Source: an optimization exercise on an open RTL-to-GDS flow (aim: small area and a short achievable clock period). Production flows keep margins and buffers that such runs may drop.
Where RTL was checked, it was by simulation tests only, not by an equivalence proof against the original.
For run 2, only the layout was checked, not whether the RTL still works.
Power is estimated from default activity; no workload was simulated.

==> flow/design.v, too long to show whole: its modules and the start of the top module <==
// module fp_multiplier: 1787 lines
module fp_multiplier(input [31:0] a, input [31:0] b, output [31:0] out, input clk,
	input rst, input in_valid, output out_valid);
  // ...
==> flow/run.sh <==
#!/bin/bash
# synth_recipe.tcl (not shown) runs the flow's synth.tcl, then flattens the netlist and writes it again
# the make line also repeats each setting of config.mk as NAME=value (left out here)
make -C /OpenROAD-flow-scripts/flow DESIGN_CONFIG=/design/flow/config.mk WORK_HOME=/design/flow/orfs CLKGATE_MAP_FILE= SYNTH_SCRIPT=/design/flow/synth_recipe.tcl finish
==> flow/config.mk <==
export PLATFORM = sky130hd
export DESIGN_NAME = fp_multiplier
export DESIGN_NICKNAME = fp_multiplier
export VERILOG_FILES = /design/flow/design.v
export SDC_FILE = /design/flow/constraint.sdc
export NUM_CORES = 4
export LEC_CHECK = 0
export CAP_MARGIN = 20
export CORE_MARGIN = 2
export CORE_UTILIZATION = 60
export CTS_BUF_LIST = sky130_fd_sc_hd__clkbuf_8
export CTS_CLUSTER_DIAMETER = 100
export CTS_CLUSTER_SIZE = 16
export PLACE_DENSITY = 0.75
export SLEW_MARGIN = 20
==> flow/constraint.sdc <==
create_clock -name core_clock -period 2.5 [get_ports {clk}]
set_input_delay 0.5000 -clock core_clock [delete_from_list [all_inputs] [get_ports {clk}]]
set_output_delay 0.5000 -clock core_clock [all_outputs]
set_load 0.01 [all_outputs]
==> impl_metrics.tcl, run 1 <==
set metrics [dict create \
    outcome "complete, no violations" \
    antenna_found_initial 0 \
    wl_per_cell_um 22.5 \
    seq-cell-share 0.284 \
    cp-start-kind "flop" \
    via_count 17100 \
    drive_gt1_frac 0.178 \
    drc 0 \
    ys_types 70 \
    synthXorXnorAreaFrac 0.104 \
    syn-cell-area_um2 22200 \
    p_switching_mw 10.8 \
    hp-class "input port to flop" \
    final_max_slew_viol_count 0 \
    fillers 2762 \
    worstPathMaxFanout 2 \
    netSwitchingFraction 0.397 \
    drt_iter0_markers 1603 \
    yosys-top-cells-area "dfxtp_1 (33%), fa_1 (14%), ha_1 (8.3%)" \
    largest_class "multi-input gates" \
    p_clk_mw 2.82 \
    cts-root-buf "clkbuf_8" \
    grt_max_degree 29 \
    max_freq_mhz 408 \
    synth.most_common_cell "dfxtp_1" \
    vdd_ir_drop_max_v 0.000512 \
    finalSetupTns_ns 0 \
    pwr-share-seq 0.345 \
    die_w_um 197 \
    synth_top_family_by_area "adder cells" \
    finalHoldViolations 0 \
    rsz0062_at_grt "true" \
    synth_top_area_cell "dfxtp_1" \
    cts_buffers 27 \
    final-setup-viol-count 0 \
    synthCells 2146 \
]
==> run 2, diff against run 1 <==
--- a/flow/design.v
+++ b/flow/design.v
@@ -8,14 +8,15 @@
 	wire [1:0] cl_s0 = {fo, fz | fn};           
 	wire sg_s0 = (a[31] ^ b[31]) & ~fz & ~fn;
 	wire [7:0] e_s0 = ea + eb + 8'd129;         
-	reg a1_r1, a0_r1, n255_r1, n260_r1, b2_r1, n259_r1, a2_r1, n225_r1, n261_r1, a3_r1, n226_r1, a4_r1, n227_r1, a5_r1, n228_r1, a6_r1, n229_r1, a7_r1, n230_r1, a8_r1, n231_r1, a9_r1, n232_r1, a10_r1, n233_r1, a11_r1, n234_r1, a12_r1, n235_r1, a13_r1, n236_r1, a14_r1, n237_r1, a15_r1, n238_r1, a16_r1, n239_r1, a17_r1, n240_r1, a18_r1, n241_r1, a19_r1, n242_r1, a20_r1, n243_r1, a21_r1, n244_r1, a22_r1, n245_r1, n246_r1, n247_r1, n223_r1, n301_r1, n306_r1, n292_r1, n305_r1, n307_r1, n347_r1, n352_r1, n338_r1, n351_r1, n353_r1, n393_r1, n398_r1, n384_r1, n397_r1, n399_r1, n439_r1, n444_r1, n430_r1, n443_r1, n445_r1, n485_r1, n490_r1, n476_r1, n489_r1, n491_r1, n531_r1, n536_r1, n522_r1, n535_r1, n537_r1, n576_r1, n581_r1, n567_r1, n580_r1, n582_r1, n625_r2, n627_r2, n631_r2, n637_r2, n642_r2, n643_r2, n650_r2, n654_r2, n649_r2, n656_r2, n651_r2, n662_r2, n657_r2, n664_r2, n672_r2, n665_r2, n674_r2, n682_r2, n675_r2, n684_r2, n692_r2, n685_r2, n694_r2, n704_r2, n695_r2, n706_r2, n703_r2, n714_r2, n705_r2, n716_r2, n707_r2, n715_r2, n726_r2, n717_r2, n728_r2, n727_r2, n740_r2, n729_r2, n742_r2, n741_r2, n754_r2, n743_r2, n756_r2, n764_r2, n753_r2, n755_r2, n766_r2, n768_r2, n757_r2, n767_r2, n769_r2, n782_r2, n784_r2, n798_r2, n785_r2, n800_r2, n799_r2, n812_r2, n801_r2, n814_r2, n820_r1, n811_r2, n826_r2, n813_r2, n828_r2, n815_r2, n821_r1, n827_r2, n842_r2, n829_r2, n844_r2, n852_r1, n591_r1, n858_r2, n843_r2, n845_r2, n860_r2, n853_r1, n874_r2, n861_r2, n876_r2, n873_r2, n886_r2, n875_r2, n888_r2, n877_r2, n887_r2, n900_r2, n889_r2, n902_r2, n897_r1, n914_r2, n903_r2, n916_r2, n926_r2, n917_r2, n928_r2, n938_r2, n929_r2, n940_r2, n948_r2, n939_r2, n950_r2, n941_r2, n958_r2, n951_r2, n960_r2, n968_r2, n961_r2, n970_r2, n967_r1, n971_r2, n980_r2, n981_r2, n988_r2, n989_r2, n996_r2, n995_r2, n1002_r2, n997_r2, n616_r2, n618_r2, n623_r2, n626_r2, n630_r2, n636_r2, n735_r3, n748_r3, n777_r3, n790_r3, n791_r3, n804_r3, n867_r3, n880_r3, n975_r3, n982_r3, n983_r3, n990_r3, n991_r3, n998_r3, n999_r3, n1004_r3, n1005_r3, n1010_r2, n1010_r3, n1011_r2, n1011_r3, n1016_r2, n1016_r3, n1017_r2, n1020_r2, n1021_r2, n1024_r2, n1124_r2, n1039_r2, n1038_r2, n1141_r3, n1139_r3, n1140_r3, n1142_r3, n1143_r3, n1069_r3, n1068_r3, n1070_r3, n1071_r3, n1077_r3, n1076_r3, n1081_r3, n1079_r3, n1082_r3, n1083_r3, n1089_r3, n1087_r3, n1093_r3, n1090_r3, n1092_r3, n1091_r3, n1097_r3, n1095_r3, n1101_r3, n1099_r3, n1117_r3, n1115_r3, n1153_r3, n1157_r3, n1161_r3, n1163_r3, n1114_r3, n1171_r3, n1078_r3, n1094_r3, n1185_r3, n1086_r3, n1119_r2, n1119_r3, n1305_r4, n1259_r4, n1257_r4, n1261_r4, n1263_r4, n1265_r4, n1267_r4, n1269_r4, n1271_r4, n1273_r4, n1275_r4, n1277_r4, n1279_r4, n1281_r4, n1283_r4, n1285_r4, n1287_r4, n1289_r4, n1291_r4, n1293_r4, n1295_r4, n1297_r4, n1299_r4, n1301_r4, n1303_r4, e_s00_r1, e_s00_r2, e_s00_r3, e_s01_r1, e_s01_r2, e_s01_r3, e_s02_r1, e_s02_r2, e_s02_r3, e_s03_r1, e_s03_r2, e_s03_r3, e_s04_r1, e_s04_r2, e_s04_r3, e_s05_r1, e_s05_r2, e_s05_r3, e_s06_r1, e_s06_r2, e_s06_r3, e_s07_r1, e_s07_r2, e_s07_r3, cl_s01_r1, cl_s01_r2, cl_s01_r3, cl_s00_r1, cl_s00_r2, cl_s00_r3, n1362_r4, n1346_r4, n1364_r4, n1348_r4, n1366_r4, n1350_r4, n1368_r4, n1352_r4, n1370_r4, n1354_r4, n1372_r4, n1356_r4, n1374_r4, n1358_r4, n1376_r4, n1360_r4, n1385_r4, n1386_r4, sg_s0_r1, sg_s0_r2, sg_s0_r3, sg_s0_r4;
+	reg n255_r1, a1_r1, n259_r1, a0_r1, n260_r1, n76_r1, b2_r1, a2_r1, n225_r1, n261_r1, a3_r1, n226_r1, a4_r1, n227_r1, a5_r1, n228_r1, a6_r1, n229_r1, a7_r1, n230_r1, a8_r1, n231_r1, a9_r1, n232_r1, a10_r1, n233_r1, a11_r1, n234_r1, a12_r1, n235_r1, a13_r1, n236_r1, a14_r1, n237_r1, a15_r1, n238_r1, a16_r1, n239_r1, a17_r1, n240_r1, a18_r1, n241_r1, a19_r1, n242_r1, a20_r1, n243_r1, a21_r1, n244_r1, a22_r1, n245_r1, n246_r1, n247_r1, n223_r1, n301_r1, n305_r1, n306_r1, n292_r1, n307_r1, n347_r1, n352_r1, n338_r1, n351_r1, n353_r1, n393_r1, n398_r1, n384_r1, n397_r1, n399_r1, n439_r1, n444_r1, n430_r1, n443_r1, n445_r1, n485_r1, n490_r1, n476_r1, n489_r1, n491_r1, n531_r1, n536_r1, n522_r1, n535_r1, n537_r1, n576_r1, n581_r1, n567_r1, n580_r1, n582_r1, n308_r1, n631_r2, n636_r2, n637_r2, n642_r2, n643_r2, n650_r2, n654_r2, n649_r2, n656_r2, n651_r2, n662_r2, n657_r2, n664_r2, n672_r2, n665_r2, n674_r2, n682_r2, n675_r2, n684_r2, n692_r2, n685_r2, n694_r2, n704_r2, n695_r2, n706_r2, n703_r2, n714_r2, n705_r2, n716_r2, n707_r2, n715_r2, n726_r2, n717_r2, n728_r2, n727_r2, n740_r2, n729_r2, n742_r2, n741_r2, n754_r2, n743_r2, n756_r2, n764_r2, n753_r2, n755_r2, n766_r2, n768_r2, n757_r2, n767_r2, n782_r2, n769_r2, n784_r2, n798_r2, n785_r2, n800_r2, n799_r2, n812_r2, n801_r2, n814_r2, n820_r1, n811_r2, n826_r2, n813_r2, n828_r2, n815_r2, n821_r1, n827_r2, n842_r2, n829_r2, n844_r2, n837_r1, n591_r1, n858_r2, n843_r2, n845_r2, n860_r2, n853_r1, n874_r2, n861_r2, n876_r2, n873_r2, n886_r2, n875_r2, n888_r2, n877_r2, n887_r2, n900_r2, n889_r2, n902_r2, n897_r1, n914_r2, n903_r2, n916_r2, n926_r2, n917_r2, n928_r2, n938_r2, n929_r2, n940_r2, n948_r2, n939_r2, n950_r2, n941_r2, n958_r2, n951_r2, n960_r2, n968_r2, n961_r2, n970_r2, n971_r2, n980_r2, n602_r2, n979_r2, n986_r2, n981_r2, n996_r2, n995_r2, n1002_r2, n997_r2, n630_r2, n632_r2, n633_r2, n749_r3, n762_r3, n1010_r2, n1011_r2, n1016_r2, n1017_r2, n1017_r3, n1020_r2, n1020_r3, n1021_r2, n1021_r3, n1024_r2, n1024_r3, n1028_r1, n1041_r2, n1126_r2, n1040_r2, n1067_r3, n1142_r3, n1066_r3, n1143_r3, n1144_r3, n1073_r3, n1070_r3, n1072_r3, n1071_r3, n1077_r3, n1075_r3, n1081_r3, n1079_r3, n1085_r3, n1082_r3, n1084_r3, n1083_r3, n1089_r3, n1087_r3, n1093_r3, n1091_r3, n1097_r3, n1095_r3, n1101_r3, n1099_r3, n1105_r3, n1103_r3, n1109_r3, n1107_r3, n1113_r3, n1111_r3, n1074_r3, n1151_r3, n1153_r3, n1157_r3, n1090_r3, n1159_r3, n1161_r3, n1163_r3, n1165_r3, n1106_r3, n1167_r3, n1169_r3, n1078_r3, n1094_r3, n1185_r3, n1110_r3, n1086_r3, n1102_r3, n1119_r2, n1119_r3, e_s00_r1, e_s00_r2, e_s00_r3, e_s01_r1, e_s01_r2, e_s01_r3, e_s02_r1, e_s02_r2, e_s02_r3, e_s03_r1, e_s03_r2, e_s03_r3, e_s04_r1, e_s04_r2, e_s04_r3, e_s05_r1, e_s05_r2, e_s05_r3, e_s06_r1, e_s06_r2, e_s06_r3, e_s07_r1, e_s07_r2, e_s07_r3, cl_s01_r1, cl_s01_r2, cl_s01_r3, cl_s00_r1, cl_s00_r2, cl_s00_r3, cl_s01_r4, cl_s00_r4, n1306_r4, n1307_r4, n1308_r4, n1309_r4, n1310_r4, n1311_r4, n1312_r4, n1313_r4, n1314_r4, n1315_r4, n1316_r4, n1317_r4, n1318_r4, n1319_r4, n1320_r4, n1321_r4, n1322_r4, n1323_r4, n1324_r4, n1325_r4, n1326_r4, n1327_r4, n1328_r4, n1377_r4, n1378_r4, n1379_r4, n1380_r4, n1381_r4, n1382_r4, n1383_r4, n1384_r4, sg_s0_r1, sg_s0_r2, sg_s0_r3, sg_s0_r4;
 	always @(posedge clk) begin
+		n255_r1 <= n255;
 		a1_r1 <= a[1];
+		n259_r1 <= n259;
 		a0_r1 <= a[0];
-		n255_r1 <= n255;
 		n260_r1 <= n260;
+		n76_r1 <= n76;
 		b2_r1 <= b[2];
-		n259_r1 <= n259;
 		a2_r1 <= a[2];
 		n225_r1 <= n225;
 		n261_r1 <= n261;
@@ -63,9 +64,9 @@
 		n247_r1 <= n247;
 		n223_r1 <= n223;
 		n301_r1 <= n301;
+		n305_r1 <= n305;
 		n306_r1 <= n306;
 		n292_r1 <= n292;
-		n305_r1 <= n305;
 		n307_r1 <= n307;
 		n347_r1 <= n347;
 		n352_r1 <= n352;
@@ -97,9 +98,9 @@
 		n567_r1 <= n567;
 		n580_r1 <= n580;
 		n582_r1 <= n582;
-		n625_r2 <= n625;
-		n627_r2 <= n627;
+		n308_r1 <= n308;
 		n631_r2 <= n631;
+		n636_r2 <= n636;
 		n637_r2 <= n637;
 		n642_r2 <= n642;
 		n643_r2 <= n643;
@@ -147,8 +148,8 @@
 		n768_r2 <= n768;
 		n757_r2 <= n757;
 		n767_r2 <= n767;
-		n769_r2 <= n769;
 		n782_r2 <= n782;
+		n769_r2 <= n769;
 		n784_r2 <= n784;
 		n798_r2 <= n798;
 		n785_r2 <= n785;
@@ -168,7 +169,7 @@
 		n842_r2 <= n842;
 		n829_r2 <= n829;
 		n844_r2 <= n844;
-		n852_r1 <= n852;
+		n837_r1 <= n837;
 		n591_r1 <= n591;
 		n858_r2 <= n858;
 		n843_r2 <= n843;
@@ -207,116 +208,87 @@
 		n968_r2 <= n968;
 		n961_r2 <= n961;
 		n970_r2 <= n970;
-		n967_r1 <= n967;
 		n971_r2 <= n971;
 		n980_r2 <= n980;
+		n602_r2 <= n602;
+		n979_r2 <= n979;
+		n986_r2 <= n986;
 		n981_r2 <= n981;
-		n988_r2 <= n988;
-		n989_r2 <= n989;
 		n996_r2 <= n996;
 		n995_r2 <= n995;
 		n1002_r2 <= n1002;
 		n997_r2 <= n997;
-		n616_r2 <= n616;
-		n618_r2 <= n618;
-		n623_r2 <= n623;
-		n626_r2 <= n626;
 		n630_r2 <= n630;
-		n636_r2 <= n636;
-		n735_r3 <= n735;
-		n748_r3 <= n748;
-		n777_r3 <= n777;
-		n790_r3 <= n790;
-		n791_r3 <= n791;
-		n804_r3 <= n804;
-		n867_r3 <= n867;
-		n880_r3 <= n880;
-		n975_r3 <= n975;
-		n982_r3 <= n982;
-		n983_r3 <= n983;
-		n990_r3 <= n990;
-		n991_r3 <= n991;
-		n998_r3 <= n998;
-		n999_r3 <= n999;
-		n1004_r3 <= n1004;
-		n1005_r3 <= n1005;
+		n632_r2 <= n632;
+		n633_r2 <= n633;
+		n749_r3 <= n749;
+		n762_r3 <= n762;
 		n1010_r2 <= n1010;
-		n1010_r3 <= n1010_r2;
 		n1011_r2 <= n1011;
-		n1011_r3 <= n1011_r2;
 		n1016_r2 <= n1016;
-		n1016_r3 <= n1016_r2;
 		n1017_r2 <= n1017;
+		n1017_r3 <= n1017_r2;
 		n1020_r2 <= n1020;
+		n1020_r3 <= n1020_r2;
 		n1021_r2 <= n1021;
+		n1021_r3 <= n1021_r2;
 		n1024_r2 <= n1024;
-		n1124_r2 <= n1124;
-		n1039_r2 <= n1039;
-		n1038_r2 <= n1038;
-		n1141_r3 <= n1141;
-		n1139_r3 <= n1139;
-		n1140_r3 <= n1140;
+		n1024_r3 <= n1024_r2;
+		n1028_r1 <= n1028;
+		n1041_r2 <= n1041;
+		n1126_r2 <= n1126;
+		n1040_r2 <= n1040;
+		n1067_r3 <= n1067;
 		n1142_r3 <= n1142;
+		n1066_r3 <= n1066;
 		n1143_r3 <= n1143;
-		n1069_r3 <= n1069;
-		n1068_r3 <= n1068;
+		n1144_r3 <= n1144;
+		n1073_r3 <= n1073;
 		n1070_r3 <= n1070;
+		n1072_r3 <= n1072;
 		n1071_r3 <= n1071;
 		n1077_r3 <= n1077;
-		n1076_r3 <= n1076;
+		n1075_r3 <= n1075;
 		n1081_r3 <= n1081;
 		n1079_r3 <= n1079;
+		n1085_r3 <= n1085;
 		n1082_r3 <= n1082;
+		n1084_r3 <= n1084;
 		n1083_r3 <= n1083;
 		n1089_r3 <= n1089;
 		n1087_r3 <= n1087;
 		n1093_r3 <= n1093;
-		n1090_r3 <= n1090;
-		n1092_r3 <= n1092;
 		n1091_r3 <= n1091;
 		n1097_r3 <= n1097;
 		n1095_r3 <= n1095;
 		n1101_r3 <= n1101;
 		n1099_r3 <= n1099;
-		n1117_r3 <= n1117;
-		n1115_r3 <= n1115;
+		n1105_r3 <= n1105;
+		n1103_r3 <= n1103;
+		n1109_r3 <= n1109;
+		n1107_r3 <= n1107;
+		n1113_r3 <= n1113;
+		n1111_r3 <= n1111;
+		n1074_r3 <= n1074;
+		n1151_r3 <= n1151;
 		n1153_r3 <= n1153;
 		n1157_r3 <= n1157;
+		n1090_r3 <= n1090;
+		n1159_r3 <= n1159;
 		n1161_r3 <= n1161;
 		n1163_r3 <= n1163;
-		n1114_r3 <= n1114;
-		n1171_r3 <= n1171;
+		n1165_r3 <= n1165;
+		n1106_r3 <= n1106;
+		n1167_r3 <= n1167;
+		n1169_r3 <= n1169;
 		n1078_r3 <= n1078;
 		n1094_r3 <= n1094;
 		n1185_r3 <= n1185;
+		n1110_r3 <= n1110;
 		n1086_r3 <= n1086;
+		n1102_r3 <= n1102;
 		n1119_r2 <= n1119;
 		n1119_r3 <= n1119_r2;
-		n1305_r4 <= n1305;
-		n1259_r4 <= n1259;
-		n1257_r4 <= n1257;
-		n1261_r4 <= n1261;
-		n1263_r4 <= n1263;
-		n1265_r4 <= n1265;
-		n1267_r4 <= n1267;
-		n1269_r4 <= n1269;
-		n1271_r4 <= n1271;
-		n1273_r4 <= n1273;
-		n1275_r4 <= n1275;
-		n1277_r4 <= n1277;
-		n1279_r4 <= n1279;
-		n1281_r4 <= n1281;
-		n1283_r4 <= n1283;
-		n1285_r4 <= n1285;
-		n1287_r4 <= n1287;
-		n1289_r4 <= n1289;
-		n1291_r4 <= n1291;
-		n1293_r4 <= n1293;
-		n1295_r4 <= n1295;
-		n1297_r4 <= n1297;
-		n1299_r4 <= n1299;
-		n1301_r4 <= n1301;
-		n1303_r4 <= n1303;
 		e_s00_r1 <= e_s0[0];
 		e_s00_r2 <= e_s00_r1;
 		e_s00_r3 <= e_s00_r2;
@@ -347,24 +319,39 @@
 		cl_s00_r1 <= cl_s0[0];
 		cl_s00_r2 <= cl_s00_r1;
 		cl_s00_r3 <= cl_s00_r2;
-		n1362_r4 <= n1362;
-		n1346_r4 <= n1346;
-		n1364_r4 <= n1364;
-		n1348_r4 <= n1348;
-		n1366_r4 <= n1366;
-		n1350_r4 <= n1350;
-		n1368_r4 <= n1368;
-		n1352_r4 <= n1352;
-		n1370_r4 <= n1370;
-		n1354_r4 <= n1354;
-		n1372_r4 <= n1372;
-		n1356_r4 <= n1356;
-		n1374_r4 <= n1374;
-		n1358_r4 <= n1358;
-		n1376_r4 <= n1376;
-		n1360_r4 <= n1360;
-		n1385_r4 <= n1385;
-		n1386_r4 <= n1386;
+		cl_s01_r4 <= cl_s01_r3;
+		cl_s00_r4 <= cl_s00_r3;
+		n1306_r4 <= n1306;
+		n1307_r4 <= n1307;
+		n1308_r4 <= n1308;
+		n1309_r4 <= n1309;
+		n1310_r4 <= n1310;
+		n1311_r4 <= n1311;
+		n1312_r4 <= n1312;
+		n1313_r4 <= n1313;
+		n1314_r4 <= n1314;
+		n1315_r4 <= n1315;
+		n1316_r4 <= n1316;
+		n1317_r4 <= n1317;
+		n1318_r4 <= n1318;
+		n1319_r4 <= n1319;
+		n1320_r4 <= n1320;
+		n1321_r4 <= n1321;
+		n1322_r4 <= n1322;
+		n1323_r4 <= n1323;
+		n1324_r4 <= n1324;
+		n1325_r4 <= n1325;
+		n1326_r4 <= n1326;
+		n1327_r4 <= n1327;
+		n1328_r4 <= n1328;
+		n1377_r4 <= n1377;
+		n1378_r4 <= n1378;
+		n1379_r4 <= n1379;
+		n1380_r4 <= n1380;
+		n1381_r4 <= n1381;
+		n1382_r4 <= n1382;
+		n1383_r4 <= n1383;
+		n1384_r4 <= n1384;
 		sg_s0_r1 <= sg_s0;
 		sg_s0_r2 <= sg_s0_r1;
 		sg_s0_r3 <= sg_s0_r2;
@@ -454,7 +441,7 @@
 	wire n1404, n1405, n1406, n1407, n1408, n1409, n1410, n1411, n1412, n1413, n1414, n1415, n1416, n1417, n1418, n1419;
 	wire n1420, n1421, n1422, n1423, n1424, n1425, n1426, n1427, n1428, n1429, n1430, n1431, n1432;
 	assign n75 = a[1] & a[0];
-	assign n76 = a1_r1 ^ a0_r1;
+	assign n76 = a[1] ^ a[0];
 	assign n77 = a[2] & a[1];
 	assign n78 = a[2] ^ a[1];
 	assign n79 = a[3] & a[2];
@@ -616,8 +603,8 @@
 	assign n259 = n257 | n258;
 	assign n260 = n248 & n250;
 	assign n261 = n248 & n251;
-	assign n262 = ((n255_r1 & a0_r1) | (n260_r1 & a0_r1)) ^ b2_r1;
-	assign n263 = ((n255_r1 & a1_r1) | (n259_r1 & a0_r1) | (n260_r1 & n76)) ^ b2_r1;
+	assign n262 = ((n255 & a[0]) | (n260 & a[0])) ^ b[2];
+	assign n263 = ((n255_r1 & a1_r1) | (n259_r1 & a0_r1) | (n260_r1 & n76_r1)) ^ b2_r1;
 	assign n264 = ((n255_r1 & a2_r1) | (n259_r1 & a1_r1) | (n260_r1 & n225_r1) | (n261_r1 & a0_r1)) ^ b2_r1;
 	assign n265 = ((n255_r1 & a3_r1) | (n259_r1 & a2_r1) | (n260_r1 & n226_r1) | (n261_r1 & a1_r1)) ^ b2_r1;
 	assign n266 = ((n255_r1 & a4_r1) | (n259_r1 & a3_r1) | (n260_r1 & n227_r1) | (n261_r1 & a2_r1)) ^ b2_r1;
@@ -662,8 +649,8 @@
 	assign n305 = n303 | n304;
 	assign n306 = n293 & n296;
 	assign n307 = n293 & n297;
-	assign n308 = ((n301_r1 & a0_r1) | (n306_r1 & a0_r1)) ^ n292_r1;
-	assign n309 = ((n301_r1 & a1_r1) | (n305_r1 & a0_r1) | (n306_r1 & n76)) ^ n292_r1;
+	assign n308 = ((n301 & a[0]) | (n306 & a[0])) ^ n292;
+	assign n309 = ((n301_r1 & a1_r1) | (n305_r1 & a0_r1) | (n306_r1 & n76_r1)) ^ n292_r1;
 	assign n310 = ((n301_r1 & a2_r1) | (n305_r1 & a1_r1) | (n306_r1 & n225_r1) | (n307_r1 & a0_r1)) ^ n292_r1;
 	assign n311 = ((n301_r1 & a3_r1) | (n305_r1 & a2_r1) | (n306_r1 & n226_r1) | (n307_r1 & a1_r1)) ^ n292_r1;
 	assign n312 = ((n301_r1 & a4_r1) | (n305_r1 & a3_r1) | (n306_r1 & n227_r1) | (n307_r1 & a2_r1)) ^ n292_r1;
@@ -709,7 +696,7 @@
 	assign n352 = n339 & n342;
 	assign n353 = n339 & n343;
 	assign n354 = ((n347_r1 & a0_r1) | (n352_r1 & a0_r1)) ^ n338_r1;
-	assign n355 = ((n347_r1 & a1_r1) | (n351_r1 & a0_r1) | (n352_r1 & n76)) ^ n338_r1;
+	assign n355 = ((n347_r1 & a1_r1) | (n351_r1 & a0_r1) | (n352_r1 & n76_r1)) ^ n338_r1;
 	assign n356 = ((n347_r1 & a2_r1) | (n351_r1 & a1_r1) | (n352_r1 & n225_r1) | (n353_r1 & a0_r1)) ^ n338_r1;
 	assign n357 = ((n347_r1 & a3_r1) | (n351_r1 & a2_r1) | (n352_r1 & n226_r1) | (n353_r1 & a1_r1)) ^ n338_r1;
 	assign n358 = ((n347_r1 & a4_r1) | (n351_r1 & a3_r1) | (n352_r1 & n227_r1) | (n353_r1 & a2_r1)) ^ n338_r1;
@@ -755,7 +742,7 @@
 	assign n398 = n385 & n388;
 	assign n399 = n385 & n389;
 	assign n400 = ((n393_r1 & a0_r1) | (n398_r1 & a0_r1)) ^ n384_r1;
-	assign n401 = ((n393_r1 & a1_r1) | (n397_r1 & a0_r1) | (n398_r1 & n76)) ^ n384_r1;
+	assign n401 = ((n393_r1 & a1_r1) | (n397_r1 & a0_r1) | (n398_r1 & n76_r1)) ^ n384_r1;
 	assign n402 = ((n393_r1 & a2_r1) | (n397_r1 & a1_r1) | (n398_r1 & n225_r1) | (n399_r1 & a0_r1)) ^ n384_r1;
 	assign n403 = ((n393_r1 & a3_r1) | (n397_r1 & a2_r1) | (n398_r1 & n226_r1) | (n399_r1 & a1_r1)) ^ n384_r1;
 	assign n404 = ((n393_r1 & a4_r1) | (n397_r1 & a3_r1) | (n398_r1 & n227_r1) | (n399_r1 & a2_r1)) ^ n384_r1;
@@ -801,7 +788,7 @@
 	assign n444 = n431 & n434;
 	assign n445 = n431 & n435;
 	assign n446 = ((n439_r1 & a0_r1) | (n444_r1 & a0_r1)) ^ n430_r1;
-	assign n447 = ((n439_r1 & a1_r1) | (n443_r1 & a0_r1) | (n444_r1 & n76)) ^ n430_r1;
+	assign n447 = ((n439_r1 & a1_r1) | (n443_r1 & a0_r1) | (n444_r1 & n76_r1)) ^ n430_r1;
 	assign n448 = ((n439_r1 & a2_r1) | (n443_r1 & a1_r1) | (n444_r1 & n225_r1) | (n445_r1 & a0_r1)) ^ n430_r1;
 	assign n449 = ((n439_r1 & a3_r1) | (n443_r1 & a2_r1) | (n444_r1 & n226_r1) | (n445_r1 & a1_r1)) ^ n430_r1;
 	assign n450 = ((n439_r1 & a4_r1) | (n443_r1 & a3_r1) | (n444_r1 & n227_r1) | (n445_r1 & a2_r1)) ^ n430_r1;
@@ -847,7 +834,7 @@
 	assign n490 = n477 & n480;
 	assign n491 = n477 & n481;
 	assign n492 = ((n485_r1 & a0_r1) | (n490_r1 & a0_r1)) ^ n476_r1;
-	assign n493 = ((n485_r1 & a1_r1) | (n489_r1 & a0_r1) | (n490_r1 & n76)) ^ n476_r1;
+	assign n493 = ((n485_r1 & a1_r1) | (n489_r1 & a0_r1) | (n490_r1 & n76_r1)) ^ n476_r1;
 	assign n494 = ((n485_r1 & a2_r1) | (n489_r1 & a1_r1) | (n490_r1 & n225_r1) | (n491_r1 & a0_r1)) ^ n476_r1;
 	assign n495 = ((n485_r1 & a3_r1) | (n489_r1 & a2_r1) | (n490_r1 & n226_r1) | (n491_r1 & a1_r1)) ^ n476_r1;
 	assign n496 = ((n485_r1 & a4_r1) | (n489_r1 & a3_r1) | (n490_r1 & n227_r1) | (n491_r1 & a2_r1)) ^ n476_r1;
@@ -893,7 +880,7 @@
 	assign n536 = n523 & n526;
 	assign n537 = n523 & n527;
 	assign n538 = ((n531_r1 & a0_r1) | (n536_r1 & a0_r1)) ^ n522_r1;
-	assign n539 = ((n531_r1 & a1_r1) | (n535_r1 & a0_r1) | (n536_r1 & n76)) ^ n522_r1;
+	assign n539 = ((n531_r1 & a1_r1) | (n535_r1 & a0_r1) | (n536_r1 & n76_r1)) ^ n522_r1;
 	assign n540 = ((n531_r1 & a2_r1) | (n535_r1 & a1_r1) | (n536_r1 & n225_r1) | (n537_r1 & a0_r1)) ^ n522_r1;
 	assign n541 = ((n531_r1 & a3_r1) | (n535_r1 & a2_r1) | (n536_r1 & n226_r1) | (n537_r1 & a1_r1)) ^ n522_r1;
 	assign n542 = ((n531_r1 & a4_r1) | (n535_r1 & a3_r1) | (n536_r1 & n227_r1) | (n537_r1 & a2_r1)) ^ n522_r1;
@@ -938,7 +925,7 @@
 	assign n581 = n568 & n571;
 	assign n582 = n568 & n572;
 	assign n583 = ((n576_r1 & a0_r1) | (n581_r1 & a0_r1)) ^ n567_r1;
-	assign n584 = ((n576_r1 & a1_r1) | (n580_r1 & a0_r1) | (n581_r1 & n76)) ^ n567_r1;
+	assign n584 = ((n576_r1 & a1_r1) | (n580_r1 & a0_r1) | (n581_r1 & n76_r1)) ^ n567_r1;
 	assign n585 = ((n576_r1 & a2_r1) | (n580_r1 & a1_r1) | (n581_r1 & n225_r1) | (n582_r1 & a0_r1)) ^ n567_r1;
 	assign n586 = ((n576_r1 & a3_r1) | (n580_r1 & a2_r1) | (n581_r1 & n226_r1) | (n582_r1 & a1_r1)) ^ n567_r1;
 	assign n587 = ((n576_r1 & a4_r1) | (n580_r1 & a3_r1) | (n581_r1 & n227_r1) | (n582_r1 & a2_r1)) ^ n567_r1;
@@ -963,8 +950,8 @@
 	assign n606 = (n576_r1 | (n580_r1 & a22_r1) | (n581_r1 & n246_r1) | (n582_r1 & a21_r1)) ^ n567_r1;
 	assign n607 = (n580_r1 | (n581_r1 & n247_r1) | (n582_r1 & a22_r1)) ^ n567_r1;
 	assign n608 = ((n581_r1 & n223_r1) | n582_r1) ^ n567_r1;
-	assign n610 = n292_r1 ^ n308;
-	assign n611 = n292_r1 & n308;
+	assign n610 = n292_r1 ^ n308_r1;
+	assign n611 = n292_r1 & n308_r1;
 	assign n612 = n266 ^ n309;
 	assign n613 = n266 & n309;
 	assign n614 = n310 ^ n267;
@@ -985,14 +972,14 @@
 	assign n629 = (n384_r1 & n400) | (n384_r1 & n357) | (n400 & n357);
 	assign n630 = n314 ^ n271 ^ n628;
 	assign n631 = (n314 & n271) | (n314 & n628) | (n271 & n628);
-	assign n632 = n625_r2 ^ n627_r2;
-	assign n633 = n625_r2 & n627_r2;
+	assign n632 = n625 ^ n627;
+	assign n633 = n625 & n627;
 	assign n634 = n358 ^ n401 ^ n315;
 	assign n635 = (n358 & n401) | (n358 & n315) | (n401 & n315);
 	assign n636 = n272 ^ n629 ^ n634;
 	assign n637 = (n272 & n629) | (n272 & n634) | (n629 & n634);
-	assign n638 = n631_r2 ^ n633;
-	assign n639 = n631_r2 & n633;
+	assign n638 = n631_r2 ^ n636_r2;
+	assign n639 = n631_r2 & n636_r2;
 	assign n640 = n402 ^ n316 ^ n359;
 	assign n641 = (n402 & n316) | (n402 & n359) | (n316 & n359);
 	assign n642 = n273 ^ n635 ^ n640;
@@ -1057,8 +1044,8 @@
 	assign n701 = (n522_r1 & n538) | (n522_r1 & n495) | (n538 & n495);
 	assign n702 = n452 ^ n323 ^ n366;
 	assign n703 = (n452 & n323) | (n452 & n366) | (n323 & n366);
-	assign n704 = n409 ^ n700 ^ n280;
-	assign n705 = (n409 & n700) | (n409 & n280) | (n700 & n280);
+	assign n704 = n409 ^ n280 ^ n700;
+	assign n705 = (n409 & n280) | (n409 & n700) | (n280 & n700);
 	assign n706 = n691 ^ n702 ^ n693;
 	assign n707 = (n691 & n702) | (n691 & n693) | (n702 & n693);
 	assign n708 = n704_r2 ^ n695_r2 ^ n706_r2;
@@ -1093,10 +1080,10 @@
 	assign n737 = (n567_r1 & n583) | (n567_r1 & n541) | (n583 & n541);
 	assign n738 = n498 ^ n369 ^ n412;
 	assign n739 = (n498 & n369) | (n498 & n412) | (n369 & n412);
-	assign n740 = n455 ^ n736 ^ n283;
-	assign n741 = (n455 & n736) | (n455 & n283) | (n736 & n283);
-	assign n742 = n326 ^ n725 ^ n738;
-	assign n743 = (n326 & n725) | (n326 & n738) | (n725 & n738);
+	assign n740 = n455 ^ n283 ^ n326;
+	assign n741 = (n455 & n283) | (n455 & n326) | (n283 & n326);
+	assign n742 = n736 ^ n725 ^ n738;
+	assign n743 = (n736 & n725) | (n736 & n738) | (n725 & n738);
 	assign n744 = n727_r2 ^ n740_r2 ^ n729_r2;
 	assign n745 = (n727_r2 & n740_r2) | (n727_r2 & n729_r2) | (n740_r2 & n729_r2);
 	assign n746 = n742_r2 ^ n731 ^ n744;
@@ -1139,8 +1126,8 @@
 	assign n783 = (n286 & n329) | (n286 & n372) | (n329 & n372);
 	assign n784 = n765 ^ n778 ^ n780;
 	assign n785 = (n765 & n778) | (n765 & n780) | (n778 & n780);
-	assign n786 = n767_r2 ^ n769_r2 ^ n782_r2;
-	assign n787 = (n767_r2 & n769_r2) | (n767_r2 & n782_r2) | (n769_r2 & n782_r2);
+	assign n786 = n767_r2 ^ n782_r2 ^ n769_r2;
+	assign n787 = (n767_r2 & n782_r2) | (n767_r2 & n769_r2) | (n782_r2 & n769_r2);
 	assign n788 = n784_r2 ^ n771 ^ n786;
 	assign n789 = (n784_r2 & n771) | (n784_r2 & n786) | (n771 & n786);
 	assign n790 = n773 ^ n788 ^ n775;
@@ -1205,10 +1192,10 @@
 	assign n849 = (n844_r2 & n831) | (n844_r2 & n846) | (n831 & n846);
 	assign n850 = n833 ^ n848;
 	assign n851 = n833 & n848;
-	assign n852 = ~(a[5] ^ n837);
+	assign n852 = ~(a5_r1 ^ n837_r1);
 	assign n853 = a[5] | n837;
-	assign n854 = n292_r1 ^ n852_r1 ^ n591_r1;
-	assign n855 = (n292_r1 & n852_r1) | (n292_r1 & n591_r1) | (n852_r1 & n591_r1);
+	assign n854 = n292_r1 ^ n852 ^ n591_r1;
+	assign n855 = (n292_r1 & n852) | (n292_r1 & n591_r1) | (n852 & n591_r1);
 	assign n856 = n506 ^ n549 ^ n377;
 	assign n857 = (n506 & n549) | (n506 & n377) | (n549 & n377);
 	assign n858 = n420 ^ n463 ^ n854;
@@ -1320,7 +1307,7 @@
 	assign n964 = n953 ^ n962;
 	assign n965 = n953 & n962;
 	assign n966 = ~(a14_r1 ^ n430_r1);
-	assign n967 = a[14] | n430;
+	assign n967 = a14_r1 | n430_r1;
 	assign n968 = n966 ^ n957 ^ n515;
 	assign n969 = (n966 & n957) | (n966 & n515) | (n957 & n515);
 	assign n970 = n558 ^ n600 ^ n959;
@@ -1329,8 +1316,8 @@
 	assign n973 = (n968_r2 & n961_r2) | (n968_r2 & n970_r2) | (n961_r2 & n970_r2);
 	assign n974 = n963 ^ n972;
 	assign n975 = n963 & n972;
-	assign n976 = a15_r1 ^ n472 ^ n967_r1;
-	assign n977 = (a15_r1 & n472) | (a15_r1 & n967_r1) | (n472 & n967_r1);
+	assign n976 = a15_r1 ^ n472 ^ n967;
+	assign n977 = (a15_r1 & n472) | (a15_r1 & n967) | (n472 & n967);
 	assign n978 = n976 ^ n516 ^ n559;
 	assign n979 = (n976 & n516) | (n976 & n559) | (n516 & n559);
 	assign n980 = n601 ^ n969 ^ n978;
@@ -1341,18 +1328,18 @@
 	assign n985 = a16_r1 | n977;
 	assign n986 = n984 ^ n517 ^ n560;
 	assign n987 = (n984 & n517) | (n984 & n560) | (n517 & n560);
-	assign n988 = n602 ^ n979 ^ n986;
-	assign n989 = (n602 & n979) | (n602 & n986) | (n979 & n986);
-	assign n990 = n981_r2 ^ n988_r2;
-	assign n991 = n981_r2 & n988_r2;
+	assign n988 = n602_r2 ^ n979_r2 ^ n986_r2;
+	assign n989 = (n602_r2 & n979_r2) | (n602_r2 & n986_r2) | (n979_r2 & n986_r2);
+	assign n990 = n981_r2 ^ n988;
+	assign n991 = n981_r2 & n988;
 	assign n992 = ~(a17_r1 ^ n476_r1);
 	assign n993 = a17_r1 | n476_r1;
 	assign n994 = n992 ^ n985 ^ n561;
 	assign n995 = (n992 & n985) | (n992 & n561) | (n985 & n561);
 	assign n996 = n603 ^ n987 ^ n994;
 	assign n997 = (n603 & n987) | (n603 & n994) | (n987 & n994);
-	assign n998 = n989_r2 ^ n996_r2;
-	assign n999 = n989_r2 & n996_r2;
+	assign n998 = n989 ^ n996_r2;
+	assign n999 = n989 & n996_r2;
 	assign n1000 = a18_r1 ^ n518 ^ n993;
 	assign n1001 = (a18_r1 & n518) | (a18_r1 & n993) | (n518 & n993);
 	assign n1002 = n1000 ^ n562 ^ n604;
@@ -1380,23 +1367,23 @@
 	assign n1024 = n1022 ^ n608;
 	assign n1025 = n1022 & n608;
 	assign n1026 = n567_r1 ^ n1023;
-	assign n1028 = n262 & b2_r1;
+	assign n1028 = n262 & b[2];
 	assign n1030 = n265 & n610;
 	assign n1031 = n265 ^ n610;
 	assign n1032 = n611 & n612;
 	assign n1033 = n611 ^ n612;
 	assign n1034 = n613 & n614;
 	assign n1035 = n613 ^ n614;
-	assign n1036 = n616_r2 & n618_r2;
-	assign n1037 = n616_r2 ^ n618_r2;
+	assign n1036 = n616 & n618;
+	assign n1037 = n616 ^ n618;
 	assign n1038 = n620 & n622;
 	assign n1039 = n620 ^ n622;
-	assign n1040 = n623_r2 & n626_r2;
-	assign n1041 = n623_r2 ^ n626_r2;
-	assign n1042 = n630_r2 & n632;
-	assign n1043 = n630_r2 ^ n632;
-	assign n1044 = n636_r2 & n638;
-	assign n1045 = n636_r2 ^ n638;
+	assign n1040 = n623 & n626;
+	assign n1041 = n623 ^ n626;
+	assign n1042 = n630_r2 & n632_r2;
+	assign n1043 = n630_r2 ^ n632_r2;
+	assign n1044 = n633_r2 & n638;
+	assign n1045 = n633_r2 ^ n638;
 	assign n1046 = n639 & n644;
 	assign n1047 = n639 ^ n644;
 	assign n1048 = n645 & n652;
@@ -1417,16 +1404,16 @@
 	assign n1063 = n711 ^ n722;
 	assign n1064 = n723 & n734;
 	assign n1065 = n723 ^ n734;
-	assign n1066 = n735_r3 & n748_r3;
-	assign n1067 = n735_r3 ^ n748_r3;
-	assign n1068 = n749 & n762;
-	assign n1069 = n749 ^ n762;
+	assign n1066 = n735 & n748;
+	assign n1067 = n735 ^ n748;
+	assign n1068 = n749_r3 & n762_r3;
+	assign n1069 = n749_r3 ^ n762_r3;
 	assign n1070 = n763 & n776;
 	assign n1071 = n763 ^ n776;
-	assign n1072 = n777_r3 & n790_r3;
-	assign n1073 = n777_r3 ^ n790_r3;
-	assign n1074 = n791_r3 & n804_r3;
-	assign n1075 = n791_r3 ^ n804_r3;
+	assign n1072 = n777 & n790;
+	assign n1073 = n777 ^ n790;
+	assign n1074 = n791 & n804;
+	assign n1075 = n791 ^ n804;
 	assign n1076 = n805 & n818;
 	assign n1077 = n805 ^ n818;
 	assign n1078 = n819 & n834;
@@ -1435,8 +1422,8 @@
 	assign n1081 = n835 ^ n850;
 	assign n1082 = n851 & n866;
 	assign n1083 = n851 ^ n866;
-	assign n1084 = n867_r3 & n880_r3;
-	assign n1085 = n867_r3 ^ n880_r3;
+	assign n1084 = n867 & n880;
+	assign n1085 = n867 ^ n880;
 	assign n1086 = n881 & n894;
 	assign n1087 = n881 ^ n894;
 	assign n1088 = n895 & n908;
@@ -1453,31 +1440,31 @@
 	assign n1099 = n955 ^ n964;
 	assign n1100 = n965 & n974;
 	assign n1101 = n965 ^ n974;
-	assign n1102 = n975_r3 & n982_r3;
-	assign n1103 = n975_r3 ^ n982_r3;
-	assign n1104 = n983_r3 & n990_r3;
-	assign n1105 = n983_r3 ^ n990_r3;
-	assign n1106 = n991_r3 & n998_r3;
-	assign n1107 = n991_r3 ^ n998_r3;
-	assign n1108 = n999_r3 & n1004_r3;
-	assign n1109 = n999_r3 ^ n1004_r3;
-	assign n1110 = n1005_r3 & n1010_r3;
-	assign n1111 = n1005_r3 ^ n1010_r3;
-	assign n1112 = n1011_r3 & n1016_r3;
-	assign n1113 = n1011_r3 ^ n1016_r3;
-	assign n1114 = n1017_r2 & n1020_r2;
-	assign n1115 = n1017_r2 ^ n1020_r2;
-	assign n1116 = n1021_r2 & n1024_r2;
-	assign n1117 = n1021_r2 ^ n1024_r2;
+	assign n1102 = n975 & n982;
+	assign n1103 = n975 ^ n982;
+	assign n1104 = n983 & n990;
+	assign n1105 = n983 ^ n990;
+	assign n1106 = n991 & n998;
+	assign n1107 = n991 ^ n998;
+	assign n1108 = n999 & n1004;
+	assign n1109 = n999 ^ n1004;
+	assign n1110 = n1005 & n1010_r2;
+	assign n1111 = n1005 ^ n1010_r2;
+	assign n1112 = n1011_r2 & n1016_r2;
+	assign n1113 = n1011_r2 ^ n1016_r2;
+	assign n1114 = n1017_r3 & n1020_r3;
+	assign n1115 = n1017_r3 ^ n1020_r3;
+	assign n1116 = n1021_r3 & n1024_r3;
+	assign n1117 = n1021_r3 ^ n1024_r3;
 	assign n1119 = n1025 ^ n1026;
-	assign n1120 = n263 & n1028;
+	assign n1120 = n263 & n1028_r1;
 	assign n1121 = n264 & n1120;
 	assign n1122 = (n1031 & n1121) | n1030;
 	assign n1123 = (n1033 & n1122) | n1032;
 	assign n1124 = (n1035 & n1123) | n1034;
-	assign n1125 = (n1037 & n1124_r2) | n1036;
-	assign n1126 = (n1039_r2 & n1125) | n1038_r2;
-	assign n1127 = (n1041 & n1126) | n1040;
+	assign n1125 = (n1037 & n1124) | n1036;
+	assign n1126 = (n1039 & n1125) | n1038;
+	assign n1127 = (n1041_r2 & n1126_r2) | n1040_r2;
 	assign n1128 = (n1043 & n1127) | n1042;
 	assign n1129 = (n1047 & n1044) | n1046;
 	assign n1130 = n1047 & n1045;
@@ -1494,38 +1481,38 @@
 	assign n1141 = n1061 & n1059;
 	assign n1142 = (n1065 & n1062) | n1064;
 	assign n1143 = n1065 & n1063;
-	assign n1144 = (n1141_r3 & n1139_r3) | n1140_r3;
-	assign n1145 = (n1067 & n1142_r3) | n1066;
-	assign n1146 = n1067 & n1143_r3;
-	assign n1147 = (n1146 & n1144) | n1145;
-	assign n1148 = (n1069_r3 & n1147) | n1068_r3;
-	assign n1149 = (n1073 & n1070_r3) | n1072;
-	assign n1150 = n1073 & n1071_r3;
-	assign n1151 = (n1077_r3 & n1074) | n1076_r3;
-	assign n1152 = n1077_r3 & n1075;
+	assign n1144 = (n1141 & n1139) | n1140;
+	assign n1145 = (n1067_r3 & n1142_r3) | n1066_r3;
+	assign n1146 = n1067_r3 & n1143_r3;
+	assign n1147 = (n1146 & n1144_r3) | n1145;
+	assign n1148 = (n1069 & n1147) | n1068;
+	assign n1149 = (n1073_r3 & n1070_r3) | n1072_r3;
+	assign n1150 = n1073_r3 & n1071_r3;
+	assign n1151 = (n1077 & n1074) | n1076;
+	assign n1152 = n1077_r3 & n1075_r3;
 	assign n1153 = (n1081 & n1078) | n1080;
 	assign n1154 = n1081_r3 & n1079_r3;
-	assign n1155 = (n1085 & n1082_r3) | n1084;
-	assign n1156 = n1085 & n1083_r3;
+	assign n1155 = (n1085_r3 & n1082_r3) | n1084_r3;
+	assign n1156 = n1085_r3 & n1083_r3;
 	assign n1157 = (n1089 & n1086) | n1088;
 	assign n1158 = n1089_r3 & n1087_r3;
-	assign n1159 = (n1093_r3 & n1090_r3) | n1092_r3;
+	assign n1159 = (n1093 & n1090) | n1092;
 	assign n1160 = n1093_r3 & n1091_r3;
 	assign n1161 = (n1097 & n1094) | n1096;
 	assign n1162 = n1097_r3 & n1095_r3;
 	assign n1163 = (n1101 & n1098) | n1100;
 	assign n1164 = n1101_r3 & n1099_r3;
 	assign n1165 = (n1105 & n1102) | n1104;
-	assign n1166 = n1105 & n1103;
+	assign n1166 = n1105_r3 & n1103_r3;
 	assign n1167 = (n1109 & n1106) | n1108;
-	assign n1168 = n1109 & n1107;
+	assign n1168 = n1109_r3 & n1107_r3;
 	assign n1169 = (n1113 & n1110) | n1112;
-	assign n1170 = n1113 & n1111;
+	assign n1170 = n1113_r3 & n1111_r3;
 	assign n1171 = (n1117 & n1114) | n1116;
-	assign n1172 = n1117_r3 & n1115_r3;
-	assign n1173 = (n1075 & n1149) | n1074;
-	assign n1174 = n1075 & n1150;
-	assign n1175 = (n1152 & n1149) | n1151;
+	assign n1172 = n1117 & n1115;
+	assign n1173 = (n1075_r3 & n1149) | n1074_r3;
+	assign n1174 = n1075_r3 & n1150;
+	assign n1175 = (n1152 & n1149) | n1151_r3;
 	assign n1176 = n1152 & n1150;
 	assign n1177 = (n1083_r3 & n1153_r3) | n1082_r3;
 	assign n1178 = n1083_r3 & n1154;
@@ -1533,19 +1520,19 @@
 	assign n1180 = n1156 & n1154;
 	assign n1181 = (n1091_r3 & n1157_r3) | n1090_r3;
 	assign n1182 = n1091_r3 & n1158;
-	assign n1183 = (n1160 & n1157_r3) | n1159;
+	assign n1183 = (n1160 & n1157_r3) | n1159_r3;
 	assign n1184 = n1160 & n1158;
 	assign n1185 = (n1099 & n1161) | n1098;
 	assign n1186 = n1099_r3 & n1162;
 	assign n1187 = (n1164 & n1161_r3) | n1163_r3;
 	assign n1188 = n1164 & n1162;
-	assign n1189 = (n1107 & n1165) | n1106;
-	assign n1190 = n1107 & n1166;
-	assign n1191 = (n1168 & n1165) | n1167;
+	assign n1189 = (n1107_r3 & n1165_r3) | n1106_r3;
+	assign n1190 = n1107_r3 & n1166;
+	assign n1191 = (n1168 & n1165_r3) | n1167_r3;
 	assign n1192 = n1168 & n1166;
-	assign n1193 = (n1115_r3 & n1169) | n1114_r3;
-	assign n1194 = n1115_r3 & n1170;
-	assign n1195 = (n1172 & n1169) | n1171_r3;
+	assign n1193 = (n1115 & n1169_r3) | n1114;
+	assign n1194 = n1115 & n1170;
+	assign n1195 = (n1172 & n1169_r3) | n1171;
 	assign n1196 = n1172 & n1170;
 	assign n1197 = (n1079_r3 & n1175) | n1078_r3;
 	assign n1198 = n1079_r3 & n1176;
@@ -1563,9 +1550,9 @@
 	assign n1210 = n1186 & n1184;
 	assign n1211 = (n1188 & n1183) | n1187;
 	assign n1212 = n1188 & n1184;
-	assign n1213 = (n1111 & n1191) | n1110;
-	assign n1214 = n1111 & n1192;
-	assign n1215 = (n1170 & n1191) | n1169;
+	assign n1213 = (n1111_r3 & n1191) | n1110_r3;
+	assign n1214 = n1111_r3 & n1192;
+	assign n1215 = (n1170 & n1191) | n1169_r3;
 	assign n1216 = n1170 & n1192;
 	assign n1217 = (n1194 & n1191) | n1193;
 	assign n1218 = n1194 & n1192;
@@ -1587,9 +1574,9 @@
 	assign n1234 = n1210 & n1204;
 	assign n1235 = (n1212 & n1203) | n1211;
 	assign n1236 = n1212 & n1204;
-	assign n1239 = (n1103 & n1235) | n1102;
-	assign n1240 = n1103 & n1236;
-	assign n1241 = (n1166 & n1235) | n1165;
+	assign n1239 = (n1103_r3 & n1235) | n1102_r3;
+	assign n1240 = n1103_r3 & n1236;
+	assign n1241 = (n1166 & n1235) | n1165_r3;
 	assign n1242 = n1166 & n1236;
 	assign n1243 = (n1190 & n1235) | n1189;
 	assign n1244 = n1190 & n1236;
@@ -1605,9 +1592,9 @@
 	assign n1254 = n1220 & n1236;
 	assign n1257 = n1071_r3 ^ n1148;
 	assign n1258 = (n1071_r3 & n1148) | n1070_r3;
-	assign n1259 = n1073 ^ n1258;
+	assign n1259 = n1073_r3 ^ n1258;
 	assign n1260 = (n1150 & n1148) | n1149;
-	assign n1261 = n1075 ^ n1260;
+	assign n1261 = n1075_r3 ^ n1260;
 	assign n1262 = (n1174 & n1148) | n1173;
 	assign n1263 = n1077_r3 ^ n1262;
 	assign n1264 = (n1176 & n1148) | n1175;
@@ -1617,7 +1604,7 @@
 	assign n1268 = (n1200 & n1148) | n1199;
 	assign n1269 = n1083_r3 ^ n1268;
 	assign n1270 = (n1202 & n1148) | n1201;
-	assign n1271 = n1085 ^ n1270;
+	assign n1271 = n1085_r3 ^ n1270;
 	assign n1272 = (n1204 & n1148) | n1203;
 	assign n1273 = n1087_r3 ^ n1272;
 	assign n1274 = (n1222 & n1148) | n1221;
@@ -1635,46 +1622,46 @@
 	assign n1286 = (n1234 & n1148) | n1233;
 	assign n1287 = n1101_r3 ^ n1286;
 	assign n1288 = (n1236 & n1148) | n1235;
-	assign n1289 = n1103 ^ n1288;
+	assign n1289 = n1103_r3 ^ n1288;
 	assign n1290 = (n1240 & n1148) | n1239;
-	assign n1291 = n1105 ^ n1290;
+	assign n1291 = n1105_r3 ^ n1290;
 	assign n1292 = (n1242 & n1148) | n1241;
-	assign n1293 = n1107 ^ n1292;
+	assign n1293 = n1107_r3 ^ n1292;
 	assign n1294 = (n1244 & n1148) | n1243;
-	assign n1295 = n1109 ^ n1294;
+	assign n1295 = n1109_r3 ^ n1294;
 	assign n1296 = (n1246 & n1148) | n1245;
-	assign n1297 = n1111 ^ n1296;
+	assign n1297 = n1111_r3 ^ n1296;
 	assign n1298 = (n1248 & n1148) | n1247;
-	assign n1299 = n1113 ^ n1298;
+	assign n1299 = n1113_r3 ^ n1298;
 	assign n1300 = (n1250 & n1148) | n1249;
-	assign n1301 = n1115_r3 ^ n1300;
+	assign n1301 = n1115 ^ n1300;
 	assign n1302 = (n1252 & n1148) | n1251;
-	assign n1303 = n1117_r3 ^ n1302;
+	assign n1303 = n1117 ^ n1302;
 	assign n1304 = (n1254 & n1148) | n1253;
 	assign n1305 = n1119_r3 ^ n1304;
-	assign n1306 = n1305_r4 ? n1259_r4 : n1257_r4;
-	assign n1307 = n1305_r4 ? n1261_r4 : n1259_r4;
-	assign n1308 = n1305_r4 ? n1263_r4 : n1261_r4;
-	assign n1309 = n1305_r4 ? n1265_r4 : n1263_r4;
-	assign n1310 = n1305_r4 ? n1267_r4 : n1265_r4;
-	assign n1311 = n1305_r4 ? n1269_r4 : n1267_r4;
-	assign n1312 = n1305_r4 ? n1271_r4 : n1269_r4;
-	assign n1313 = n1305_r4 ? n1273_r4 : n1271_r4;
-	assign n1314 = n1305_r4 ? n1275_r4 : n1273_r4;
-	assign n1315 = n1305_r4 ? n1277_r4 : n1275_r4;
-	assign n1316 = n1305_r4 ? n1279_r4 : n1277_r4;
-	assign n1317 = n1305_r4 ? n1281_r4 : n1279_r4;
-	assign n1318 = n1305_r4 ? n1283_r4 : n1281_r4;
-	assign n1319 = n1305_r4 ? n1285_r4 : n1283_r4;
-	assign n1320 = n1305_r4 ? n1287_r4 : n1285_r4;
-	assign n1321 = n1305_r4 ? n1289_r4 : n1287_r4;
-	assign n1322 = n1305_r4 ? n1291_r4 : n1289_r4;
-	assign n1323 = n1305_r4 ? n1293_r4 : n1291_r4;
-	assign n1324 = n1305_r4 ? n1295_r4 : n1293_r4;
-	assign n1325 = n1305_r4 ? n1297_r4 : n1295_r4;
-	assign n1326 = n1305_r4 ? n1299_r4 : n1297_r4;
-	assign n1327 = n1305_r4 ? n1301_r4 : n1299_r4;
-	assign n1328 = n1305_r4 ? n1303_r4 : n1301_r4;
+	assign n1306 = n1305 ? n1259 : n1257;
+	assign n1307 = n1305 ? n1261 : n1259;
+	assign n1308 = n1305 ? n1263 : n1261;
+	assign n1309 = n1305 ? n1265 : n1263;
+	assign n1310 = n1305 ? n1267 : n1265;
+	assign n1311 = n1305 ? n1269 : n1267;
+	assign n1312 = n1305 ? n1271 : n1269;
+	assign n1313 = n1305 ? n1273 : n1271;
+	assign n1314 = n1305 ? n1275 : n1273;
+	assign n1315 = n1305 ? n1277 : n1275;
+	assign n1316 = n1305 ? n1279 : n1277;
+	assign n1317 = n1305 ? n1281 : n1279;
+	assign n1318 = n1305 ? n1283 : n1281;
+	assign n1319 = n1305 ? n1285 : n1283;
+	assign n1320 = n1305 ? n1287 : n1285;
+	assign n1321 = n1305 ? n1289 : n1287;
+	assign n1322 = n1305 ? n1291 : n1289;
+	assign n1323 = n1305 ? n1293 : n1291;
+	assign n1324 = n1305 ? n1295 : n1293;
+	assign n1325 = n1305 ? n1297 : n1295;
+	assign n1326 = n1305 ? n1299 : n1297;
+	assign n1327 = n1305 ? n1301 : n1299;
+	assign n1328 = n1305 ? n1303 : n1301;
 	assign n1329 = ~e_s00_r3;
 	assign n1330 = e_s01_r3 ^ e_s00_r3;
 	assign n1331 = e_s01_r3 & e_s00_r3;
@@ -1722,66 +1709,66 @@
 	assign n1374 = n1373 | cl_s01_r3;
 	assign n1375 = n1342 & n1344;
 	assign n1376 = n1375 | cl_s01_r3;
-	assign n1377 = n1305_r4 ? n1362_r4 : n1346_r4;
-	assign n1378 = n1305_r4 ? n1364_r4 : n1348_r4;
-	assign n1379 = n1305_r4 ? n1366_r4 : n1350_r4;
-	assign n1380 = n1305_r4 ? n1368_r4 : n1352_r4;
-	assign n1381 = n1305_r4 ? n1370_r4 : n1354_r4;
-	assign n1382 = n1305_r4 ? n1372_r4 : n1356_r4;
-	assign n1383 = n1305_r4 ? n1374_r4 : n1358_r4;
-	assign n1384 = n1305_r4 ? n1376_r4 : n1360_r4;
-	assign n1385 = ~(cl_s01_r3 | cl_s00_r3);
-	assign n1386 = cl_s01_r3 & cl_s00_r3;
-	assign n1387 = n1306 & n1385_r4;
-	assign n1388 = n1387 | n1386_r4;
-	assign n1389 = n1307 & n1385_r4;
-	assign n1390 = n1389 | n1386_r4;
-	assign n1391 = n1308 & n1385_r4;
-	assign n1392 = n1391 | n1386_r4;
-	assign n1393 = n1309 & n1385_r4;
-	assign n1394 = n1393 | n1386_r4;
-	assign n1395 = n1310 & n1385_r4;
-	assign n1396 = n1395 | n1386_r4;
-	assign n1397 = n1311 & n1385_r4;
-	assign n1398 = n1397 | n1386_r4;
-	assign n1399 = n1312 & n1385_r4;
-	assign n1400 = n1399 | n1386_r4;
-	assign n1401 = n1313 & n1385_r4;
-	assign n1402 = n1401 | n1386_r4;
-	assign n1403 = n1314 & n1385_r4;
-	assign n1404 = n1403 | n1386_r4;
-	assign n1405 = n1315 & n1385_r4;
-	assign n1406 = n1405 | n1386_r4;
-	assign n1407 = n1316 & n1385_r4;
-	assign n1408 = n1407 | n1386_r4;
-	assign n1409 = n1317 & n1385_r4;
-	assign n1410 = n1409 | n1386_r4;
-	assign n1411 = n1318 & n1385_r4;
-	assign n1412 = n1411 | n1386_r4;
-	assign n1413 = n1319 & n1385_r4;
-	assign n1414 = n1413 | n1386_r4;
-	assign n1415 = n1320 & n1385_r4;
-	assign n1416 = n1415 | n1386_r4;
-	assign n1417 = n1321 & n1385_r4;
-	assign n1418 = n1417 | n1386_r4;
-	assign n1419 = n1322 & n1385_r4;
-	assign n1420 = n1419 | n1386_r4;
-	assign n1421 = n1323 & n1385_r4;
-	assign n1422 = n1421 | n1386_r4;
-	assign n1423 = n1324 & n1385_r4;
-	assign n1424 = n1423 | n1386_r4;
-	assign n1425 = n1325 & n1385_r4;
-	assign n1426 = n1425 | n1386_r4;
-	assign n1427 = n1326 & n1385_r4;
-	assign n1428 = n1427 | n1386_r4;
-	assign n1429 = n1327 & n1385_r4;
-	assign n1430 = n1429 | n1386_r4;
-	assign n1431 = n1328 & n1385_r4;
-	assign n1432 = n1431 | n1386_r4;
+	assign n1377 = n1305 ? n1362 : n1346;
+	assign n1378 = n1305 ? n1364 : n1348;
+	assign n1379 = n1305 ? n1366 : n1350;
+	assign n1380 = n1305 ? n1368 : n1352;
+	assign n1381 = n1305 ? n1370 : n1354;
+	assign n1382 = n1305 ? n1372 : n1356;
+	assign n1383 = n1305 ? n1374 : n1358;
+	assign n1384 = n1305 ? n1376 : n1360;
+	assign n1385 = ~(cl_s01_r4 | cl_s00_r4);
+	assign n1386 = cl_s01_r4 & cl_s00_r4;
+	assign n1387 = n1306_r4 & n1385;
+	assign n1388 = n1387 | n1386;
+	assign n1389 = n1307_r4 & n1385;
+	assign n1390 = n1389 | n1386;
+	assign n1391 = n1308_r4 & n1385;
+	assign n1392 = n1391 | n1386;
+	assign n1393 = n1309_r4 & n1385;
+	assign n1394 = n1393 | n1386;
+	assign n1395 = n1310_r4 & n1385;
+	assign n1396 = n1395 | n1386;
+	assign n1397 = n1311_r4 & n1385;
+	assign n1398 = n1397 | n1386;
+	assign n1399 = n1312_r4 & n1385;
+	assign n1400 = n1399 | n1386;
+	assign n1401 = n1313_r4 & n1385;
+	assign n1402 = n1401 | n1386;
+	assign n1403 = n1314_r4 & n1385;
+	assign n1404 = n1403 | n1386;
+	assign n1405 = n1315_r4 & n1385;
+	assign n1406 = n1405 | n1386;
+	assign n1407 = n1316_r4 & n1385;
+	assign n1408 = n1407 | n1386;
+	assign n1409 = n1317_r4 & n1385;
+	assign n1410 = n1409 | n1386;
+	assign n1411 = n1318_r4 & n1385;
+	assign n1412 = n1411 | n1386;
+	assign n1413 = n1319_r4 & n1385;
+	assign n1414 = n1413 | n1386;
+	assign n1415 = n1320_r4 & n1385;
+	assign n1416 = n1415 | n1386;
+	assign n1417 = n1321_r4 & n1385;
+	assign n1418 = n1417 | n1386;
+	assign n1419 = n1322_r4 & n1385;
+	assign n1420 = n1419 | n1386;
+	assign n1421 = n1323_r4 & n1385;
+	assign n1422 = n1421 | n1386;
+	assign n1423 = n1324_r4 & n1385;
+	assign n1424 = n1423 | n1386;
+	assign n1425 = n1325_r4 & n1385;
+	assign n1426 = n1425 | n1386;
+	assign n1427 = n1326_r4 & n1385;
+	assign n1428 = n1427 | n1386;
+	assign n1429 = n1327_r4 & n1385;
+	assign n1430 = n1429 | n1386;
+	assign n1431 = n1328_r4 & n1385;
+	assign n1432 = n1431 | n1386;
 	reg [3:0] valid;
 	always @(posedge clk)
 		if (rst) valid <= 4'b0;
 		else valid <= {valid[2:0], in_valid};
 	assign out_valid = valid[3];
-	assign out = {sg_s0_r4, n1384, n1383, n1382, n1381, n1380, n1379, n1378, n1377, n1432, n1430, n1428, n1426, n1424, n1422, n1420, n1418, n1416, n1414, n1412, n1410, n1408, n1406, n1404, n1402, n1400, n1398, n1396, n1394, n1392, n1390, n1388};
+	assign out = {sg_s0_r4, n1384_r4, n1383_r4, n1382_r4, n1381_r4, n1380_r4, n1379_r4, n1378_r4, n1377_r4, n1432, n1430, n1428, n1426, n1424, n1422, n1420, n1418, n1416, n1414, n1412, n1410, n1408, n1406, n1404, n1402, n1400, n1398, n1396, n1394, n1392, n1390, n1388};
 endmodule
--- a/flow/config.mk
+++ b/flow/config.mk
@@ -7,9 +7,8 @@
 export LEC_CHECK = 0
 export CAP_MARGIN = 20
 export CORE_MARGIN = 2
-export CORE_UTILIZATION = 60
+export CORE_UTILIZATION = 40
 export CTS_BUF_LIST = sky130_fd_sc_hd__clkbuf_8
 export CTS_CLUSTER_DIAMETER = 100
 export CTS_CLUSTER_SIZE = 16
-export PLACE_DENSITY = 0.75
 export SLEW_MARGIN = 20
==> impl_metrics.tcl, run 2 <==
set metrics [dict create \
    via_count 16800 \
    max-cap-violations 0 \
    ys_seq_elements 350 \
    clk_latency_ns 0.63 \
    vdd_ir_drop_max_v 0.000513 \
    cts.sink_count 350 \
    core_area_um2 54000 \
    io_buffers 99 \
    critical_path_required_ns 3.03 \
    finalSetupTns_ns -3.10 \
    rsz0062_at_grt "true" \
    endpoint_kind "flop" \
    wl_per_cell_um 21.4 \
    cts_buffers 26 \
    fin_worst_skew_ns 0.0303 \
    synth-edff-count 0 \
    startpoint "n1083_r3" \
    final_nets 2636 \
    cts-root-buf "clkbuf_8" \
    synth.most_common_cell "dfxtp_1" \
    syn-num-nets 2498 \
    yosys-top-cells-area "dfxtp_1 (32%), fa_1 (14%), xnor2_1 (8.8%)" \
    outcome "finished with violations" \
    cp-start-kind "flop" \
    die_w_um 238 \
    max_freq_mhz 370 \
    syn-cell-area_um2 22000 \
    hp-class "input port to flop" \
    worstPathMaxFanout 7 \
    start_util 0.406 \
    min_period_ns 2.70 \
    cts_hold_buf 0 \
    final-setup-viol-count 29 \
    drive_gt1_frac 0.177 \
    p_switching_mw 11.3 \
    finalHoldViolations 0 \
    ys_types 64 \
    synth_common_cells "dfxtp_1 (350), xnor2_1 (220), clkbuf_1 (184)" \
    grt_max_degree 28 \
    die_y_um 238 \
    synthArstFlopShare 0 \
    netSwitchingFraction 0.398 \
    regMostFlops "valid" \
    pwr-share-seq 0.323 \
    finalWorstSetupSlack_ns -0.203 \
    pwr-share-comb 0.579 \
    whs_ns 0.132 \
    yosysTopAreaCellShare 0.319 \
    powerDensity_nw_per_um2 1090 \
    ys_warn_count 1 \
    crit_type "flop to flop" \
    largest_register_ffs 4 \
    cts_buffer_depth 3 \
    drt_first_pass_iters 7 \
    final_common_cell "dfxtp_1" \
    final_max_slew_viol_count 0 \
    syn_to_final_growth_pct 18.1 \
    synth_top_area_cell "dfxtp_1" \
    r2r.worst_path.cells 8 \
    h-tree-depth 1 \
    pin_count 100 \
    synthCells 2126 \
    grt_overflow_total 0 \
    grt.total_usage 0.221 \
    drt_iter0_markers 1308 \
    reg2reg_to "n1326_r4" \
    antenna_found_initial 2 \
    so_faults "negative setup slack" \
    dieArea_um2 56800 \
    dp_worst_setup_slack_ns -0.836 \
    drc 0 \
]
[run 2: worst max-delay path, cell delays in order (launching register included)]
cell,delay [ns]
dfxtp_2,0.34
and4_1,0.21
a221o_1,0.34
a311oi_2,0.32
a21oi_2,0.12
or4b_4,0.56
and3_4,0.27
o22a_1,0.22
o221a_2,0.24
[run 2: area by class of cell]
type / instances / area (µm²)
diodes: 1 / 2.50
clock buffers: 27 / 372
clock inverters: 3 / 30.0
fillers: 5082 / 28100
inverters: 155 / 582
multi-input cells: 1377 / 13700
flip-flops and latches: 350 / 7040
well taps: 696 / 871
repair buffers: 354 / 3390
[run 2: power by group through the flow]
stage	combinational [mW]	clock (mW)	sequential [mW]
after global routing	18.8	3.08	9.39
after detailed placement	15.8	0	9.31
after global placement	15.4	0	9.23
after CTS	16.4	2.91	9.18
after floorplan	11.2	0	8.69
final	16.4	2.77	9.17
[run 2: repair_timing]
action	in CTS	in global routing
buffers inserted	7	2
pin swaps	14	17
resized for setup	67	59
setup endpoints to repair	76	79
cloned	5	0
[run 2: how the worst min path moves through the flow]
stage,cells after the start,end,startpoint,slack (ns)
after global placement,0,sg_s0_r2,sg_s0_r1,0.31
after global routing,1,a7_r1,a[7],0.11
after floorplan,0,cl_s00_r2,cl_s00_r1,0.31
after detailed placement,0,e_s01_r3,e_s01_r2,0.31
after CTS,1,a0_r1,a[0],0.17
final,1,a7_r1,a[7],0.13
[run 2: per-stage QoR]
step | area (µm²) | instances | power [mW] | utilization
final | 25900 | 2963 | 28.4 | 0.480
after global routing | 25900 | 2962 | 31.3 | 0.480
after CTS | 25700 | 2960 | 28.5 | 0.475
after detailed placement | 25000 | 2918 | 25.1 | 0.463
after global placement | 25000 | 2918 | 24.7 | 0.463
after floorplan | 22100 | 2126 | 19.9 | -
[run 2: kinds of logic (layout without fill, tap and decap cells)]
logic type / after synthesis / after routing / synth area share
mux: 24 / 24 / 0.0116
other cells: 0 / 1 / 0
compound gates: 595 / 595 / 0.216
fa+ha+maj: 305 / 305 / 0.226
simple gates: 189 / 190 / 0.0462
buf+inv: 400 / 539 / 0.0753
flops: 350 / 350 / 0.319
xor+xnor: 263 / 263 / 0.105
[run 2: layer usage]
layer / GRT usage / vias to the layer above / wire (µm)
li1: - / 7803 / -
met1: 0.285 / 8083 / 27300
met2: 0.362 / 765 / 28500
met3: 0.0479 / 186 / 5190
met4: 0.0847 / 2 / 2410
met5: 0 / - / 9

==> port drivers added, routing unchanged <==
No port has a modelled driver above. Below, the same layouts with a new extraction and two added sets of constraints.
Step 1: set_driving_cell puts a clkbuf_16 on clk and a buf_2 on each other input, an assumption about the parent block.
Step 2 also shifts input and output timing later by t, the mid clock arrival at the registers, as if the neighbouring blocks saw the same clock.
a / b / c = no drivers / after step 1 / after step 2; a / b = the first two.
run	shift t [ns]	setup WS [ns]
run 1	0.673	0.046 / 0.046 / -0.563
run 2	0.674	-0.203 / -0.203 / -0.594
Met with ideal ports but missed after step 2: setup timing in run 1.
